This design comes from an exercise in tuning for small area, a short achievable clock period and few clock cycles on the open sky130 flow, not from production work.
At most, simulation tests tie the RTL to the original design; equivalence was not proved.
No activity file was given, so power comes from the tool's default toggle rates.

==> run a: inputs <==
Design supermips_core, start of the top module:
module supermips_core (
  input         clock,
  input         reset_n,
  output [31:0] icache_addr,
  output        icache_rd,
  input  [31:0] icache_data,
  input         icache_waitrequest,
  output [31:0] dcache_addr,
  output        dcache_rd,
  output        dcache_wr,
  output [31:0] dcache_wr_data,
  output [ 3:0] dcache_wr_be,
  input  [31:0] dcache_data,
  input         dcache_waitrequest
);
export LEC_CHECK = 0
export CAP_MARGIN = 40
export CORE_MARGIN = 2
export CORE_UTILIZATION = 40
export SLEW_MARGIN = 40
create_clock -name core_clock -period 150.0 [get_ports {clock}]
standard.sh (not shown) runs the stock make flow with config.mk's settings and CLKGATE_MAP_FILE= SYNTH_SCRIPT=/design/flow/synth_recipe.tcl, a recipe that flattens the netlist after the stock synthesis.
==> flow/flow/run.sh <==
#!/bin/bash
# Layout flow: the standard layout (standard synthesis), with stronger
# port buffers than the default choice.
set -euo pipefail
W=$(pwd)
export BUFFER_PORTS_ARGS="-buffer_cell sky130_fd_sc_hd__buf_4"
bash "$W/standard.sh" > "$W/layout.log" 2>&1
==> inputs of run b, as changes to run a <==
--- a/flow/design.v
+++ b/flow/design.v
@@ -16,23 +16,21 @@
   output [31:0] hi,           
   output [31:0] lo,
   output [31:0] hi_q,         
   output [31:0] lo_q,
   output        hi_neg,       
   output        lo_neg,
   output        fin,          
-  output        hi_dead,      
   output        fhi_neg,      
   output        flo_neg
 );
   localparam NCM = 32 / KM;
   localparam NCD = 32 / KD;
   reg  [31:0] hi_r, lo_r;
   reg         hi_neg_r, lo_neg_r;
-  reg         hi_dead_r;
   reg  [31:0] m;              
   reg  [32:0] acc;            
   reg         busy_r, is_div, is_madd, is_sgn, neg_q, neg_r, dcin;
   reg         hneg;           
   reg  [2:0]  cnt;
   wire last_m = busy_r & (cnt == NCM - 1);
   wire last_d = busy_r & (cnt == NCD - 1);
@@ -46,111 +44,111 @@
   wire        u_div  = busy_r ? is_div : op_div;
   wire        u_dcin = busy_r ? dcin : ~b_neg;
   assign fin  = busy_r & (is_div ? last_d : last_m);
   wire [31:0] hi_nx, lo_nx;
   wire        hi_neg_nx, lo_neg_nx;
   assign busy    = busy_r;
   assign busy_rd = busy_r & ~fin;
-  assign hi      = (fin & ~hi_dead_r) ? hi_nx : hi_r;
-  assign hi_dead = hi_dead_r;
+  assign hi      = fin ? hi_nx : hi_r;
   assign lo      = fin ? lo_nx : lo_r;
   assign hi_q    = hi_r;
   assign lo_q    = lo_r;
   assign hi_neg  = hi_neg_r;
   assign lo_neg  = lo_neg_r;
   assign fhi_neg = hi_neg_nx;
   assign flo_neg = lo_neg_nx;
   integer r, j;
-  reg  [32:0] ms, mc, x, sum, cy, xh, s2, c2;
+  reg  [32:0] ms, x;
+  reg  [33:0] sm;
+  reg         cy;
   reg  [KM-1:0] pbits;
   always_comb begin
     ms = u_acc;
-    mc = {32'd0, ~busy_r & op_madd & lo_neg_r};
     for (r = 0; r < KM; r = r + 1) begin
       for (j = 0; j < 32; j = j + 1)
         x[j] = (u_m[j] & u_lo[r]) ^ (u_sgn & ((j == 31) ^ (last_m && (r == KM - 1))));
-      x[32] = u_sgn & (((~busy_r || (cnt == 3'd0)) && (r == 0)) || (last_m && (r == KM - 1)));
-      sum = ms ^ mc ^ x;
-      cy  = (ms & mc) | (ms & x) | (mc & x);
-      pbits[r] = sum[0];
-      ms = {1'b0, sum[32:1]};
-      mc = cy;
+      x[32] = u_sgn & ((~busy_r && (r == 0)) || (last_m && (r == KM - 1)));
+      cy = (r == 0) && ~busy_r && op_madd && lo_neg_r;
+      for (j = 0; j < 33; j = j + 1) begin
+        sm[j] = ms[j] ^ x[j] ^ cy;
+        cy    = (ms[j] & x[j]) | (ms[j] & cy) | (x[j] & cy);
+      end
+      sm[33] = cy;
+      pbits[r] = sm[0];
+      ms = sm[33:1];
+    end
+  end
+  reg  [31:0] hi_mul, xh;
+  reg         ch;
+  always_comb begin
+    xh = is_madd ? (hi_r ^ {32{hneg}}) : 32'd0;
+    ch = is_madd & hneg;
+    for (j = 0; j < 32; j = j + 1) begin
+      hi_mul[j] = ms[j] ^ xh[j] ^ ch;
+      ch        = (ms[j] & xh[j]) | (ms[j] & ch) | (xh[j] & ch);
     end
-    xh = {1'b0, (last_m & is_madd) ? (hi_r ^ {32{hneg}}) : 32'd0};
-    s2 = ms ^ mc ^ xh;
-    c2 = (ms & mc) | (ms & xh) | (mc & xh);
   end
-  wire [32:0] acc_nx = s2 + {c2[31:0], last_m & is_madd & hneg};
   integer k;
   reg  [31:0] dr, dq;
   reg  [32:0] r2;
   reg  [33:0] diff;
   always_comb begin
     dr = u_acc[31:0]; dq = u_lo;
     for (k = 0; k < KD; k = k + 1) begin
       r2   = {dr, dq[31]};
       diff = {1'b0, r2} + {2'b11, u_m} + {33'd0, u_dcin};
       dr   = diff[33] ? r2[31:0] : diff[31:0];
       dq   = {dq[30:0], ~diff[33]};
     end
   end
   wire [31:0] lo_step = u_div ? dq : {pbits, u_lo[31:KM]};
-  assign hi_nx     = is_div ? dr : acc_nx[31:0];
+  assign hi_nx     = is_div ? dr : hi_mul;
   assign lo_nx     = lo_step;
   assign hi_neg_nx = is_div & neg_r;
   assign lo_neg_nx = is_div & neg_q & (dq != 32'd0);
   always_ff @(posedge clock, negedge reset_n)
     if (~reset_n) begin
       hi_r     <= 32'd0;
       lo_r     <= 32'd0;
       hi_neg_r <= 1'b0;
       lo_neg_r <= 1'b0;
       busy_r   <= 1'b0;
-      hi_dead_r <= 1'b0;
     end else begin
       if (fin) begin
-        if (~hi_dead_r) begin
-          hi_r     <= hi_nx;
-          hi_neg_r <= hi_neg_nx;
-        end
-        lo_r      <= lo_nx;
-        lo_neg_r  <= lo_neg_nx;
-        busy_r    <= 1'b0;
-        hi_dead_r <= 1'b0;
-      end else if (busy_r)
+        hi_r     <= hi_nx;
+        lo_r     <= lo_nx;
+        hi_neg_r <= hi_neg_nx;
+        lo_neg_r <= lo_neg_nx;
+        busy_r   <= 1'b0;
+      end else if (busy_r | start)
         lo_r <= lo_step;
-      if (start) begin
-        busy_r    <= 1'b1;
-        lo_r      <= busy_r ? a_md : lo_step;
-        hi_dead_r <= 1'b0;
-      end
+      if (start)
+        busy_r <= 1'b1;
       if (wr_hi) begin
         hi_r     <= a;
         hi_neg_r <= 1'b0;
-        if (busy_r & ~fin)
-          hi_dead_r <= 1'b1;
       end
       if (wr_lo) begin
         lo_r     <= a;
         lo_neg_r <= 1'b0;
       end
     end
   always_ff @(posedge clock) begin
-    if (~busy_r | start) begin
+    if (~busy_r) begin
       m       <= e_m;
       dcin    <= ~b_neg;
       hneg    <= hi_neg_r;
       is_div  <= op_div;
       is_madd <= op_madd;
       is_sgn  <= sgn & op_mul;
       neg_q   <= a_neg ^ (op_div & b_neg);
       neg_r   <= a_neg;
     end
-    cnt <= (busy_r & start) ? 3'd0 : busy_r ? cnt + 3'd1 : 3'd1;
-    acc <= (busy_r & start) ? 33'd0 : u_div ? {1'b0, dr} : acc_nx;
+    cnt <= busy_r ? cnt + 3'd1 : 3'd1;
+    acc <= u_div ? {1'b0, dr} : ms;
   end
 endmodule
 module supermips_core (
   input         clock,
   input         reset_n,
   output [31:0] icache_addr,
   output        icache_rd,
@@ -273,15 +271,15 @@
   wire        imm_z  = i_andi | i_ori | i_xori;
   wire [31:0] simm   = {{16{imm[15]}}, imm};
   wire [31:0] b_imm  = imm_z ? {16'd0, imm} : simm;
   wire        use_imm = ~(op_special | op_special2 | op_special3 | op_regimm |
                           i_beq | i_bne);
   wire [31:0] b = use_imm ? b_imm : bt;
   wire [31:0] md_hi, md_lo, md_hi_q, md_lo_q;
-  wire        md_hi_neg, md_lo_neg, md_fin, md_fhi_neg, md_flo_neg, md_hi_dead;
+  wire        md_hi_neg, md_lo_neg, md_fin, md_fhi_neg, md_flo_neg;
   wire        md_op   = i_md_start | i_mul;
   wire        dneg_a  = i_div & a[31];
   wire        neg_rd  = (i_mfhi & md_hi_neg) | (i_mflo & md_lo_neg);
   wire        zero_a  = dneg_a | i_mfhi | i_mflo;
   wire        do_sub  = i_sub | i_slt | i_sltu | i_slti | i_sltiu | dneg_a | neg_rd;
   wire [31:0] add_a   = zero_a ? 32'd0 : a;
   wire [31:0] add_b   = i_mfhi ? md_hi_q : i_mflo ? md_lo_q : dneg_a ? a : md_op ? 32'd0 : b;
@@ -337,17 +335,17 @@
   wire m_stall  = (m_ld | m_st) & dcache_waitrequest;
   wire f_done   = ~icache_waitrequest;
   wire md_busy, md_busy_rd;
   wire load_use = m_ld & m_we & ((uses_rs & (m_rd == rs)) | (uses_rt & (m_rd == rt)));
   wire md_wr    = md_wp & ~md_busy_rd & ~m_we;
   wire md_dep   = md_wp & ((uses_rs & (rs == md_rd)) | (uses_rt & (rt == md_rd)) |
                            (e_we & (e_dst == md_rd)));
-  wire md_wait  = ((i_md_start | i_mul) & (md_wp | (md_busy & i_madd))) |
-                  (i_mtlo & (md_busy_rd | md_wp)) |
-                  (i_mfhi & ~md_hi_dead & (md_busy_rd | (md_fin & md_fhi_neg))) |
+  wire md_wait  = ((i_md_start | i_mul) & (md_busy | md_wp)) |
+                  ((i_mthi | i_mtlo) & (md_busy_rd | md_wp)) |
+                  (i_mfhi & (md_busy_rd | (md_fin & md_fhi_neg))) |
                   (i_mflo & (md_busy_rd | (md_fin & md_flo_neg))) | md_dep |
                   (md_wp & ~md_busy_rd & m_we & e_we);
   wire e_block  = e_valid & (load_use | md_wait | (i_ctrl & ~f_done));
   wire e_go     = ~m_stall & ~e_block;
   wire e_md_go  = e_valid & ~m_stall & ~load_use & ~md_wait;
   wire md_start = e_md_go & (i_md_start | i_mul);
   wire [31:0] sd = i_sb ? {4{bt[7:0]}} : i_sh ? {2{bt[15:0]}} : bt;
@@ -433,11 +431,10 @@
     .hi      (md_hi),
     .lo      (md_lo),
     .hi_q    (md_hi_q),
     .lo_q    (md_lo_q),
     .hi_neg  (md_hi_neg),
     .lo_neg  (md_lo_neg),
     .fin     (md_fin),
-    .hi_dead (md_hi_dead),
     .fhi_neg (md_fhi_neg),
     .flo_neg (md_flo_neg));
 endmodule
==> flow/run.sh (new file) <==
#!/bin/bash
# synth_recipe.tcl (not shown) runs the flow's synth.tcl, then flattens the netlist and writes it again
# the make line also repeats each setting of config.mk as NAME=value (left out here)
make -C /OpenROAD-flow-scripts/flow DESIGN_CONFIG=/design/flow/config.mk WORK_HOME=/design/flow/orfs CLKGATE_MAP_FILE= SYNTH_SCRIPT=/design/flow/synth_recipe.tcl finish
Settings changed: CAP_MARGIN 40 to 20, SLEW_MARGIN 40 to 20.
removed: flow/flow/run.sh
removed: flow/standard.sh
==> results.txt <==
Power drawn by the clock network: run a 0.371 mW; run b 0.379 mW
Flip-flop and latch power: run a 0.560 mW; run b 0.530 mW
Post-place setup slack: run a 115.97 ns; run b 116.33 ns
Multi-Input Combinational: run a 7208; run b 6347
Fraction of the mapped netlist area in simple logic gates: run a 12.0%; run b 9.90%
NetSw: run a 1.04 mW; run b 0.750 mW
Clock latency of the later-clocked register in the worst-skew pair: run a 0.89 ns; run b 0.88 ns
Clock network area share: run a 4.30%; run b 4.65%
Comb group: run a 1.16 mW; run b 0.773 mW
LEAKAGE: run a 41.2 nW; run b 40.0 nW
Slew Limit Headroom: run a 26.4%; run b -1.27%
Sum of buffers and inverters on the critical path: run a 4; run b 1
Seq/total area: run a 34.7%; run b 35.5%
Status: run a timing/DRC/antenna clean; run b finished with violations
Violated checks: run a -; run b capacitance limit, slew limit
Non-clock buffer instance count of the final layout: run a 612; run b 512
Routed wl met3: run a 68300 µm; run b 53300 µm
Total number of cells along the worst setup path: run a 10; run b 6
Data required, critical path: run a 150.44 ns; run b 150.45 ns
Mux cell area share after synthesis: run a 14.1%; run b 18.5%
Synthesized-area fraction occupied by ao, oa, aoi and oai cells: run a 17.6%; run b 14.5%
Testbench counts of run b, summed over its fixed seeds: cycles 61,454.
For run a, only the layout was checked, not whether the RTL still works.

-- separate check: timing with driven ports --
No port has a modelled driver above. Below, the same layouts with a new extraction and two added sets of constraints.
Step 1: set_driving_cell puts a clkbuf_16 on clock and a buf_2 on each other input, an assumption about the parent block.
Step 2 times the ports against the registers' clock, not the clock port: input delays grow and output delays shrink by t, the midpoint of the rising clock arrivals with the driver on.
Slacks: no drivers / after step 1 / after step 2; pairs: no drivers / after step 1.
run	t (ns)	slack for setup (ns)	hold WS [ns]
run a	0.957	116.581 / 116.650 / 115.693	0.481 / 0.481 / 0.481
run b	0.920	117.162 / 117.232 / 116.312	0.399 / 0.399 / 0.399
The setup slack of run a, which loses most, moves by +0.069 ns with the drivers and by -0.888 ns with both steps.
